What follows belongs to an exercise in optimizing a design on an open flow for small area; a production flow would make more cautious choices. Only simulation tests tie the RTL to the original design; equivalence was not proved. The clock port is modelled as an ideal driver, which makes a skipped or thinned clock tree look cheaper than it is; a real chip needs a root buffer or a tree. No activity file was given, so power comes from the tool's default toggle rates.

// guitar
module guitar(
input clk,
input rst,
input start,
input [3:0]buttons,
output [6:0]seg7_neg_sign,
output [6:0]seg7_dig0,
output [6:0]seg7_dig1,
output [6:0]seg7_dig2,
output [6:0]num_to_hit,
output led
);
For scale: roughly 230 cells after synthesis, roughly 43 I/O pins, ~2100 sq um of cells after synthesis.
export LEC_CHECK = 0
export CAP_MARGIN = 20
export CORE_MARGIN = 2
export CORE_UTILIZATION = 40
export SLEW_MARGIN = 20
create_clock -name core_clock -period 10.0 [get_ports {clk}]
standard.sh (not shown) runs the stock make flow with config.mk's settings and CLKGATE_MAP_FILE= SYNTH_SCRIPT=/design/flow/synth_recipe.tcl, a recipe that flattens the netlist after the stock synthesis.
==> flow/flow/run.sh <==
#!/bin/bash
# Own layout flow: the standard synthesis, then its combinational logic re-mapped
# for area (registers and their names untouched), then the standard layout steps
# with the port buffers made of the smallest buffer cell and a one-buffer clock net.
set -euo pipefail
W=$(pwd)
R=$W/orfs/results/$FLOW_PLATFORM/guitar/base
LIB=$FLOW_HOME/platforms/$FLOW_PLATFORM/lib/sky130_fd_sc_hd__tt_025C_1v80.lib
YOSYS=$(command -v yosys || echo "$FLOW_HOME/../tools/install/yosys/bin/yosys")

bash standard.sh synth > "$W/flow_synth.log" 2>&1
cp "$R/1_2_yosys.v" "$W/standard_synth.v"

# several area re-maps (two scripts, eight seeds each, four at a time); the
# smallest is kept
mkdir -p "$W/reopt"
for script in area area2; do
  for batch in "1 2 3 4" "5 6 7 8"; do
    for seed in $batch; do
      sed "s/SEED/$seed/" "$W/flow/$script.abc" > "$W/reopt/$script-$seed.abc"
      REOPT_LIB=$LIB REOPT_IN=$W/standard_synth.v REOPT_OUT=$W/reopt/$script-$seed.v \
        REOPT_ABC=$W/reopt/$script-$seed.abc timeout 600 \
        "$YOSYS" -c "$W/flow/reopt.tcl" > "$W/reopt/$script-$seed.log" 2>&1 &
    done
    wait
  done
done
best=""
bestarea=""
for f in "$W"/reopt/*.v; do
  [[ -s "$f" && -s "$f.stat" ]] || continue
  a=$(awk '/Chip area for module .\\guitar/{print $NF}' "$f.stat" | tail -1)
  [[ -n "$a" ]] || continue
  if [[ -z "$bestarea" ]] || awk -v a="$a" -v b="$bestarea" 'BEGIN{exit !(a < b)}'; then
    best=$f
    bestarea=$a
  fi
done
echo "re-map kept: $best ($bestarea)" | tee "$W/flow_reopt.log"
cp "$best" "$W/reopt.v"

cp "$W/reopt.v" "$R/1_2_yosys.v"
rm -f "$R/1_synth.odb" "$R/1_synth.sdc"
touch "$R/1_2_yosys.v"

export BUFFER_PORTS_ARGS="-buffer_cell sky130_fd_sc_hd__buf_1"
# keep the shared tie cells of the synthesis
export SKIP_REPAIR_TIE_FANOUT=1
bash standard.sh place > "$W/flow_place.log" 2>&1

# clock distribution: one buffer (see clock.tcl) instead of the clock tree step
PLATFORM_DIR=$FLOW_HOME/platforms/$FLOW_PLATFORM CLK_BUF_CELL=sky130_fd_sc_hd__buf_6 CLK_BUF_COUNT=3 \
  FLOW_CLOCK_PORT=clk CLK_IN_ODB=$R/3_place.odb CLK_IN_SDC=$R/3_place.sdc \
  CLK_OUT_ODB=$R/4_1_cts.odb CLK_OUT_SDC=$W/clock.sdc \
  openroad -no_init -exit "$W/flow/clock.tcl" > "$W/flow_clock.log" 2>&1
cp "$R/4_1_cts.odb" "$R/4_cts.odb"
cp "$W/clock.sdc" "$R/4_cts.sdc"

bash standard.sh finish > "$W/flow_layout.log" 2>&1
Other scripts of this flow, unchanged in this note and not shown: flow/flow/area.abc, flow/flow/area2.abc, flow/flow/clock.tcl, flow/flow/reopt.tcl
The first run finished with timing, DRC and antenna clean.
Rerun with:
--- a/flow/flow/run.sh
+++ b/flow/flow/run.sh
@@ -14,2 +14 @@
-# several area re-maps (two scripts, eight seeds each, four at a time); the
-# smallest is kept
+# several area re-maps (two scripts, four seeds each); the smallest is kept
@@ -18,8 +17,5 @@
-  for batch in "1 2 3 4" "5 6 7 8"; do
-    for seed in $batch; do
-      sed "s/SEED/$seed/" "$W/flow/$script.abc" > "$W/reopt/$script-$seed.abc"
-      REOPT_LIB=$LIB REOPT_IN=$W/standard_synth.v REOPT_OUT=$W/reopt/$script-$seed.v \
-        REOPT_ABC=$W/reopt/$script-$seed.abc timeout 600 \
-        "$YOSYS" -c "$W/flow/reopt.tcl" > "$W/reopt/$script-$seed.log" 2>&1 &
-    done
-    wait
+  for seed in 1 2 3 4; do
+    sed "s/SEED/$seed/" "$W/flow/$script.abc" > "$W/reopt/$script-$seed.abc"
+    REOPT_LIB=$LIB REOPT_IN=$W/standard_synth.v REOPT_OUT=$W/reopt/$script-$seed.v \
+      REOPT_ABC=$W/reopt/$script-$seed.abc timeout 600 \
+      "$YOSYS" -c "$W/flow/reopt.tcl" > "$W/reopt/$script-$seed.log" 2>&1 &
@@ -26,0 +23 @@
+  wait
Effect:
- The new run finished with timing, DRC and antenna clean
- setup slack does not change
- power does not change
- cell area is unchanged
- global-route usage is unchanged
- synthesized area is unchanged
- final cell count does not change
- combinational power barely changes
- register-to-register slack hardly moves
- hold slack is unchanged
- fmax is unchanged
No run of this note takes its clock network from TritonCTS; it comes from the design's own scripts or RTL.

guitar, a different RTL version from the one above (not shown whole).
Size in the first run: about 240 cells after synthesis, ~43 I/O pins, about 2200 sq um of cells after synthesis.
Settings: LEC_CHECK=0, CAP_MARGIN=20, CORE_MARGIN=2, CORE_UTILIZATION=40, SLEW_MARGIN=20; clock period 10.0 ns.
==> flow/flow/run.sh <==
#!/bin/bash
# Own layout flow: the standard synthesis, then its combinational logic re-mapped
# for area (registers and their names untouched), then the standard layout steps
# with the port buffers made of the smallest buffer cell and a one-buffer clock net.
set -euo pipefail
W=$(pwd)
R=$W/orfs/results/$FLOW_PLATFORM/guitar/base
LIB=$FLOW_HOME/platforms/$FLOW_PLATFORM/lib/sky130_fd_sc_hd__tt_025C_1v80.lib
YOSYS=$(command -v yosys || echo "$FLOW_HOME/../tools/install/yosys/bin/yosys")

bash standard.sh synth > "$W/flow_synth.log" 2>&1
cp "$R/1_2_yosys.v" "$W/standard_synth.v"

# several area re-maps (three scripts, four seeds each); the smallest is kept
mkdir -p "$W/reopt"
for script in area area2 area3; do
  for seed in 1 2 3 4; do
    sed "s/SEED/$seed/" "$W/flow/$script.abc" > "$W/reopt/$script-$seed.abc"
    REOPT_LIB=$LIB REOPT_IN=$W/standard_synth.v REOPT_OUT=$W/reopt/$script-$seed.v \
      REOPT_ABC=$W/reopt/$script-$seed.abc timeout 600 \
      "$YOSYS" -c "$W/flow/reopt.tcl" > "$W/reopt/$script-$seed.log" 2>&1 &
  done
  wait
done
best=""
bestarea=""
for f in "$W"/reopt/*.v; do
  [[ -s "$f" && -s "$f.stat" ]] || continue
  a=$(awk '/Chip area for module .\\guitar/{print $NF}' "$f.stat" | tail -1)
  [[ -n "$a" ]] || continue
  if [[ -z "$bestarea" ]] || awk -v a="$a" -v b="$bestarea" 'BEGIN{exit !(a < b)}'; then
    best=$f
    bestarea=$a
  fi
done
echo "re-map kept: $best ($bestarea)" | tee "$W/flow_reopt.log"
cp "$best" "$W/reopt.v"

cp "$W/reopt.v" "$R/1_2_yosys.v"
rm -f "$R/1_synth.odb" "$R/1_synth.sdc"
touch "$R/1_2_yosys.v"

export BUFFER_PORTS_ARGS="-buffer_cell sky130_fd_sc_hd__buf_1"
# keep the shared tie cells of the synthesis
export SKIP_REPAIR_TIE_FANOUT=1
bash standard.sh place > "$W/flow_place.log" 2>&1

# clock distribution: one buffer (see clock.tcl) instead of the clock tree step
PLATFORM_DIR=$FLOW_HOME/platforms/$FLOW_PLATFORM CLK_BUF_CELL=sky130_fd_sc_hd__clkbuf_8 CLK_BUF_COUNT=3 \
  FLOW_CLOCK_PORT=clk CLK_IN_ODB=$R/3_place.odb CLK_IN_SDC=$R/3_place.sdc \
  CLK_OUT_ODB=$R/4_1_cts.odb CLK_OUT_SDC=$W/clock.sdc \
  openroad -no_init -exit "$W/flow/clock.tcl" > "$W/flow_clock.log" 2>&1
cp "$R/4_1_cts.odb" "$R/4_cts.odb"
cp "$W/clock.sdc" "$R/4_cts.sdc"

bash standard.sh finish > "$W/flow_layout.log" 2>&1
==> flow/flow/area3.abc <==
strash
&get -n
&deepsyn -J 200 -S SEED -T 120
&put
strash
dch -f
amap
strash
&get -n
&dch -f
&nf -R 1000 -p
&put
==> flow/flow/clock.tcl <==
# Clock distribution in place of ORFS's clock tree step: CLK_BUF_COUNT clock
# buffers driven straight from the clock port, each at the centre of the group
# of registers it drives (groups of equal size by k-means on position). Every register sees
# one buffer of the same type between the port and its clock pin.
set platform $::env(PLATFORM_DIR)
read_lef $platform/lef/sky130_fd_sc_hd.tlef
read_lef $platform/lef/sky130_fd_sc_hd_merged.lef
read_liberty $platform/lib/sky130_fd_sc_hd__tt_025C_1v80.lib
read_db $::env(CLK_IN_ODB)
read_sdc $::env(CLK_IN_SDC)
source $platform/setRC.tcl

set db [ord::get_db]
set block [ord::get_db_block]
set master [$db findMaster $::env(CLK_BUF_CELL)]
set clk [$block findNet $::env(FLOW_CLOCK_PORT)]
$clk setSigType CLOCK
set nbuf $::env(CLK_BUF_COUNT)

# register clock pins and their positions
set pins {}
foreach it [$clk getITerms] {
  set box [[$it getInst] getBBox]
  lappend pins [list $it [expr {([$box xMin] + [$box xMax]) / 2}] [expr {([$box yMin] + [$box yMax]) / 2}]]
}
set pins [lsort -integer -index 1 $pins]

# k-means on the pin positions, seeded from the pins sorted by x
set k 0
set centres {}
for {set k 0} {$k < $nbuf} {incr k} {
  set p [lindex $pins [expr {int(($k + 0.5) * [llength $pins] / $nbuf)}]]
  lappend centres [list [lindex $p 1] [lindex $p 2]]
}
# balanced k-means: every buffer drives at most ceil(pins / buffers) pins
set cap [expr {([llength $pins] + $nbuf - 1) / $nbuf}]
for {set iter 0} {$iter < 50} {incr iter} {
  set pairs {}
  set i 0
  foreach p $pins {
    for {set k 0} {$k < $nbuf} {incr k} {
      set c [lindex $centres $k]
      lappend pairs [list [expr {abs([lindex $p 1] - [lindex $c 0]) + abs([lindex $p 2] - [lindex $c 1])}] $i $k]
    }
    incr i
  }
  set pairs [lsort -real -index 0 $pairs]
  set assign [lrepeat [llength $pins] -1]
  set load [lrepeat $nbuf 0]
  foreach pr $pairs {
    lassign $pr d i k
    if {[lindex $assign $i] >= 0 || [lindex $load $k] >= $cap} { continue }
    lset assign $i $k
    lset load $k [expr {[lindex $load $k] + 1}]
  }
  set newc {}
  for {set k 0} {$k < $nbuf} {incr k} {
    set sx 0.0; set sy 0.0; set n 0
    foreach p $pins a $assign {
      if {$a == $k} { set sx [expr {$sx + [lindex $p 1]}]; set sy [expr {$sy + [lindex $p 2]}]; incr n }
    }
    if {$n > 0} { lappend newc [list [expr {$sx / $n}] [expr {$sy / $n}]] } else { lappend newc [lindex $centres $k] }
  }
  set centres $newc
}

for {set k 0} {$k < $nbuf} {incr k} {
  set leaf [odb::dbNet_create $block clknet_${k}_clk]
  $leaf setSigType CLOCK
  set buf [odb::dbInst_create $block $master clkbuf_${k}_clk]
  set n 0
  foreach p $pins a $assign {
    if {$a == $k} {
      set it [lindex $p 0]
      $it disconnect
      $it connect $leaf
      incr n
    }
  }
  puts "clock buffer $k drives $n pins"
  [$buf findITerm A] connect $clk
  [$buf findITerm X] connect $leaf
  set c [lindex $centres $k]
  $buf setLocation [expr {int([lindex $c 0])}] [expr {int([lindex $c 1])}]
  $buf setPlacementStatus PLACED
}

detailed_placement
check_placement -verbose
set_propagated_clock [all_clocks]
estimate_parasitics -placement
report_clock_skew
report_checks -path_delay min -format full_clock_expanded
report_check_types -max_slew -max_capacitance -max_fanout -violators
write_db $::env(CLK_OUT_ODB)
write_sdc -no_timestamp $::env(CLK_OUT_SDC)
==> flow/flow/reopt.tcl <==
# Re-map the combinational logic of the standard synthesis for area. Registers
# (cell type and instance name) and tie cells are kept as they are.
set lib $::env(REOPT_LIB)
set in  $::env(REOPT_IN)
set out $::env(REOPT_OUT)
set abc $::env(REOPT_ABC)
yosys read_liberty -ignore_miss_func $lib
yosys read_verilog $in
yosys hierarchy -top $::env(FLOW_TOP)
yosys setattr -mod -set keep_hierarchy 1 sky130_fd_sc_hd__df* sky130_fd_sc_hd__edf* sky130_fd_sc_hd__conb*
yosys flatten
yosys rename -hide w:*.* 
yosys opt_clean -purge
yosys tee -o $out.before.stat stat
yosys abc -liberty $lib -dont_use *lpflow* -dont_use *probe* -dont_use *_ha_* -dont_use *_fa_* -script $abc
yosys opt_clean -purge
yosys splitnets
yosys opt_clean -purge
yosys hilomap -singleton -hicell sky130_fd_sc_hd__conb_1 HI -locell sky130_fd_sc_hd__conb_1 LO
yosys insbuf -buf sky130_fd_sc_hd__buf_4 A X
yosys tee -o $out.stat stat -liberty $lib
yosys blackbox sky130_fd_sc_hd__*
yosys hierarchy -top $::env(FLOW_TOP)
yosys write_verilog -noattr -noexpr -nohex -nodec $out
Other scripts of this flow, unchanged in this note and not shown: flow/flow/area.abc, flow/flow/area2.abc
The starting point produced a clean layout.
Next try:
--- a/flow/flow/run.sh
+++ b/flow/flow/run.sh
@@ -2,5 +2,5 @@
 # Own layout flow: the standard synthesis, then its combinational logic re-mapped
 # for area (registers and their names untouched), then the standard layout steps
-# with the port buffers made of the smallest buffer cell and a one-buffer clock net.
+# with the port buffers made of the smallest buffer cell and a clock net of three buffers.
 set -euo pipefail
 W=$(pwd)
@@ -12,14 +12,33 @@
 cp "$R/1_2_yosys.v" "$W/standard_synth.v"
 
-# several area re-maps (three scripts, four seeds each); the smallest is kept
+# A second starting point for the re-map: ORFS's synthesis of the flattened
+# design. It is used only if its registers (instance names and cell types) are
+# exactly those of the standard synthesis.
+regs() { grep -E '^ *sky130_fd_sc_hd__(df|edf|sdf|dl)' "$1" | awk '{print $1, $2}' | sort; }
+starts="std"
+if make -C "$FLOW_HOME" DESIGN_CONFIG="$W/config.mk" WORK_HOME="$W/orfs_flat" CLKGATE_MAP_FILE= \
+     SYNTH_ARGS="-flatten -nofsm -noshare" synth > "$W/flow_synth_flat.log" 2>&1; then
+  cp "$W/orfs_flat/results/$FLOW_PLATFORM/guitar/base/1_2_yosys.v" "$W/flat_synth.v"
+  if [[ -n "$(regs "$W/flat_synth.v")" && "$(regs "$W/flat_synth.v")" == "$(regs "$W/standard_synth.v")" ]]; then
+    starts="std flat"
+  fi
+fi
+echo "re-map starting points: $starts" > "$W/flow_reopt.log"
+
+# several area re-maps (two scripts, four seeds each, per starting point); the
+# smallest is kept
 mkdir -p "$W/reopt"
-for script in area area2 area3; do
-  for seed in 1 2 3 4; do
-    sed "s/SEED/$seed/" "$W/flow/$script.abc" > "$W/reopt/$script-$seed.abc"
-    REOPT_LIB=$LIB REOPT_IN=$W/standard_synth.v REOPT_OUT=$W/reopt/$script-$seed.v \
-      REOPT_ABC=$W/reopt/$script-$seed.abc timeout 600 \
-      "$YOSYS" -c "$W/flow/reopt.tcl" > "$W/reopt/$script-$seed.log" 2>&1 &
+for start in $starts; do
+  src=$W/standard_synth.v
+  [[ $start == flat ]] && src=$W/flat_synth.v
+  for script in area area2; do
+    for seed in 1 2 3 4; do
+      sed "s/SEED/$seed/" "$W/flow/$script.abc" > "$W/reopt/$start-$script-$seed.abc"
+      REOPT_LIB=$LIB REOPT_IN=$src REOPT_OUT=$W/reopt/$start-$script-$seed.v \
+        REOPT_ABC=$W/reopt/$start-$script-$seed.abc timeout 600 \
+        "$YOSYS" -c "$W/flow/reopt.tcl" > "$W/reopt/$start-$script-$seed.log" 2>&1 &
+    done
+    wait
   done
-  wait
 done
 best=""
@@ -34,5 +53,5 @@
   fi
 done
-echo "re-map kept: $best ($bestarea)" | tee "$W/flow_reopt.log"
+echo "re-map kept: $best ($bestarea)" | tee -a "$W/flow_reopt.log"
 cp "$best" "$W/reopt.v"
 
@@ -46,5 +65,5 @@
 bash standard.sh place > "$W/flow_place.log" 2>&1
 
-# clock distribution: one buffer (see clock.tcl) instead of the clock tree step
+# clock distribution: three clock buffers (see clock.tcl) instead of the clock tree step
 PLATFORM_DIR=$FLOW_HOME/platforms/$FLOW_PLATFORM CLK_BUF_CELL=sky130_fd_sc_hd__clkbuf_8 CLK_BUF_COUNT=3 \
   FLOW_CLOCK_PORT=clk CLK_IN_ODB=$R/3_place.odb CLK_IN_SDC=$R/3_place.sdc \
removed: flow/flow/area3.abc
Result: The new run finished with timing, DRC and antenna clean. Final area stays the same. Utilization stays the same. Setup slack stays the same.
Next try:
==> flow/flow/run.sh (replaced) <==
#!/bin/bash
# Own layout flow: the standard synthesis, then its combinational logic re-mapped
# for area (registers and their names untouched), then the standard layout steps
# with the port buffers made of the smallest buffer cell and a one-buffer clock net.
set -euo pipefail
W=$(pwd)
R=$W/orfs/results/$FLOW_PLATFORM/guitar/base
LIB=$FLOW_HOME/platforms/$FLOW_PLATFORM/lib/sky130_fd_sc_hd__tt_025C_1v80.lib
YOSYS=$(command -v yosys || echo "$FLOW_HOME/../tools/install/yosys/bin/yosys")

bash standard.sh synth > "$W/flow_synth.log" 2>&1
cp "$R/1_2_yosys.v" "$W/standard_synth.v"

# several area re-maps (two scripts, four seeds each); the smallest is kept
mkdir -p "$W/reopt"
for script in area area2; do
  for seed in 1 2 3 4; do
    sed "s/SEED/$seed/" "$W/flow/$script.abc" > "$W/reopt/$script-$seed.abc"
    REOPT_LIB=$LIB REOPT_IN=$W/standard_synth.v REOPT_OUT=$W/reopt/$script-$seed.v \
      REOPT_ABC=$W/reopt/$script-$seed.abc timeout 600 \
      "$YOSYS" -c "$W/flow/reopt.tcl" > "$W/reopt/$script-$seed.log" 2>&1 &
  done
  wait
done
best=""
bestarea=""
for f in "$W"/reopt/*.v; do
  [[ -s "$f" && -s "$f.stat" ]] || continue
  a=$(awk '/Chip area for module .\\guitar/{print $NF}' "$f.stat" | tail -1)
  [[ -n "$a" ]] || continue
  if [[ -z "$bestarea" ]] || awk -v a="$a" -v b="$bestarea" 'BEGIN{exit !(a < b)}'; then
    best=$f
    bestarea=$a
  fi
done
echo "re-map kept: $best ($bestarea)" | tee "$W/flow_reopt.log"
cp "$best" "$W/reopt.v"

cp "$W/reopt.v" "$R/1_2_yosys.v"
rm -f "$R/1_synth.odb" "$R/1_synth.sdc"
touch "$R/1_2_yosys.v"

export BUFFER_PORTS_ARGS="-buffer_cell sky130_fd_sc_hd__buf_1"
bash standard.sh place > "$W/flow_place.log" 2>&1

# clock distribution: one buffer (see clock.tcl) instead of the clock tree step
PLATFORM_DIR=$FLOW_HOME/platforms/$FLOW_PLATFORM CLK_BUF_CELL=sky130_fd_sc_hd__clkbuf_8 CLK_BUF_COUNT=3 \
  FLOW_CLOCK_PORT=clk CLK_IN_ODB=$R/3_place.odb CLK_IN_SDC=$R/3_place.sdc \
  CLK_OUT_ODB=$R/4_1_cts.odb CLK_OUT_SDC=$W/clock.sdc \
  openroad -no_init -exit "$W/flow/clock.tcl" > "$W/flow_clock.log" 2>&1
cp "$R/4_1_cts.odb" "$R/4_cts.odb"
cp "$W/clock.sdc" "$R/4_cts.sdc"

bash standard.sh finish > "$W/flow_layout.log" 2>&1
What happened: The new run produced a clean layout; register-to-register slack degrades by 0.09 ns; worst hold slack improves by 0.0035 ns; fmax stays flat; routed wire length decreases by 2.4%; via count stays flat; first-iteration DRC count decreases by 14%; cell area increases by 0.33%; synthesized cell count stays the same; cell count increases by 0.60%; flip-flop and latch count stays the same; utilization increases by 0.15 points.
Next try:
--- a/flow/flow/run.sh
+++ b/flow/flow/run.sh
@@ -42,4 +42,6 @@
 
 export BUFFER_PORTS_ARGS="-buffer_cell sky130_fd_sc_hd__buf_1"
+# keep the shared tie cells of the synthesis
+export SKIP_REPAIR_TIE_FANOUT=1
 bash standard.sh place > "$W/flow_place.log" 2>&1
 
Effect: Combinational power is about the same; worst setup slack loses 0.0060 ns; routed wire length rose by 2.5%; worst hold slack degrades by 0.0035 ns; total power goes up by about 0.43%; critical path depth does not change; via count barely changes; die area does not change; final area came out lower by 0.32%.
Next try:
--- a/flow/flow/run.sh
+++ b/flow/flow/run.sh
@@ -47,5 +47,5 @@
 
 # clock distribution: one buffer (see clock.tcl) instead of the clock tree step
-PLATFORM_DIR=$FLOW_HOME/platforms/$FLOW_PLATFORM CLK_BUF_CELL=sky130_fd_sc_hd__clkbuf_8 CLK_BUF_COUNT=3 \
+PLATFORM_DIR=$FLOW_HOME/platforms/$FLOW_PLATFORM CLK_BUF_CELL=sky130_fd_sc_hd__buf_6 CLK_BUF_COUNT=3 \
   FLOW_CLOCK_PORT=clk CLK_IN_ODB=$R/3_place.odb CLK_IN_SDC=$R/3_place.sdc \
   CLK_OUT_ODB=$R/4_1_cts.odb CLK_OUT_SDC=$W/clock.sdc \
=> Utilization is lower by 0.15 points; clock power is lower by a few percent; critical path depth does not change; via count stays flat; hold slack is about the same.
In every run of this note, the design's own scripts or RTL, not TritonCTS, make the clock network.

## port drivers added, routing unchanged
No port has a modelled driver above. Below, the same layouts with a new extraction and two added sets of constraints.
Step 1 (the two cells are an assumption about what drives the block):
set clk [get_ports {clk}]
set_driving_cell -lib_cell sky130_fd_sc_hd__clkbuf_16 $clk
set_driving_cell -lib_cell sky130_fd_sc_hd__buf_2 [delete_from_list [all_inputs] $clk]
Step 2 adds t to the input delays and takes it off the output delays; t is the mean of the earliest and latest rising clock arrival at the registers after step 1. Input paths then give back, and output paths get back, about the clock's delay inside the block.
Slacks: ideal ports / drivers / drivers and shift; pairs: ideal ports / drivers.
| run | t, ns | setup WS [ns] | worst setup path at the end | worst data-port slew with drivers (ns) |
|---|---|---|---|---|
| the first run of note 1 | 0.175 | 6.133 / 6.086 / 6.261 | register to output | 0.03 |
| the second run of note 1 | 0.175 | 6.133 / 6.086 / 6.261 | register to output | 0.03 |
| the first run of note 2 | 0.200 | 5.979 / 5.932 / 6.132 | register to output | 0.05 |
| the second run of note 2 | 0.200 | 5.979 / 5.932 / 6.132 | register to output | 0.05 |
| the third run of note 2 | 0.200 | 5.985 / 5.939 / 6.139 | register to output | 0.05 |
| the fourth run of note 2 | 0.200 | 5.979 / 5.932 / 6.132 | register to output | 0.05 |
| the fifth run of note 2 | 0.179 | 5.998 / 5.949 / 6.128 | register to output | 0.05 |
After both steps every run listed still meets setup and hold.
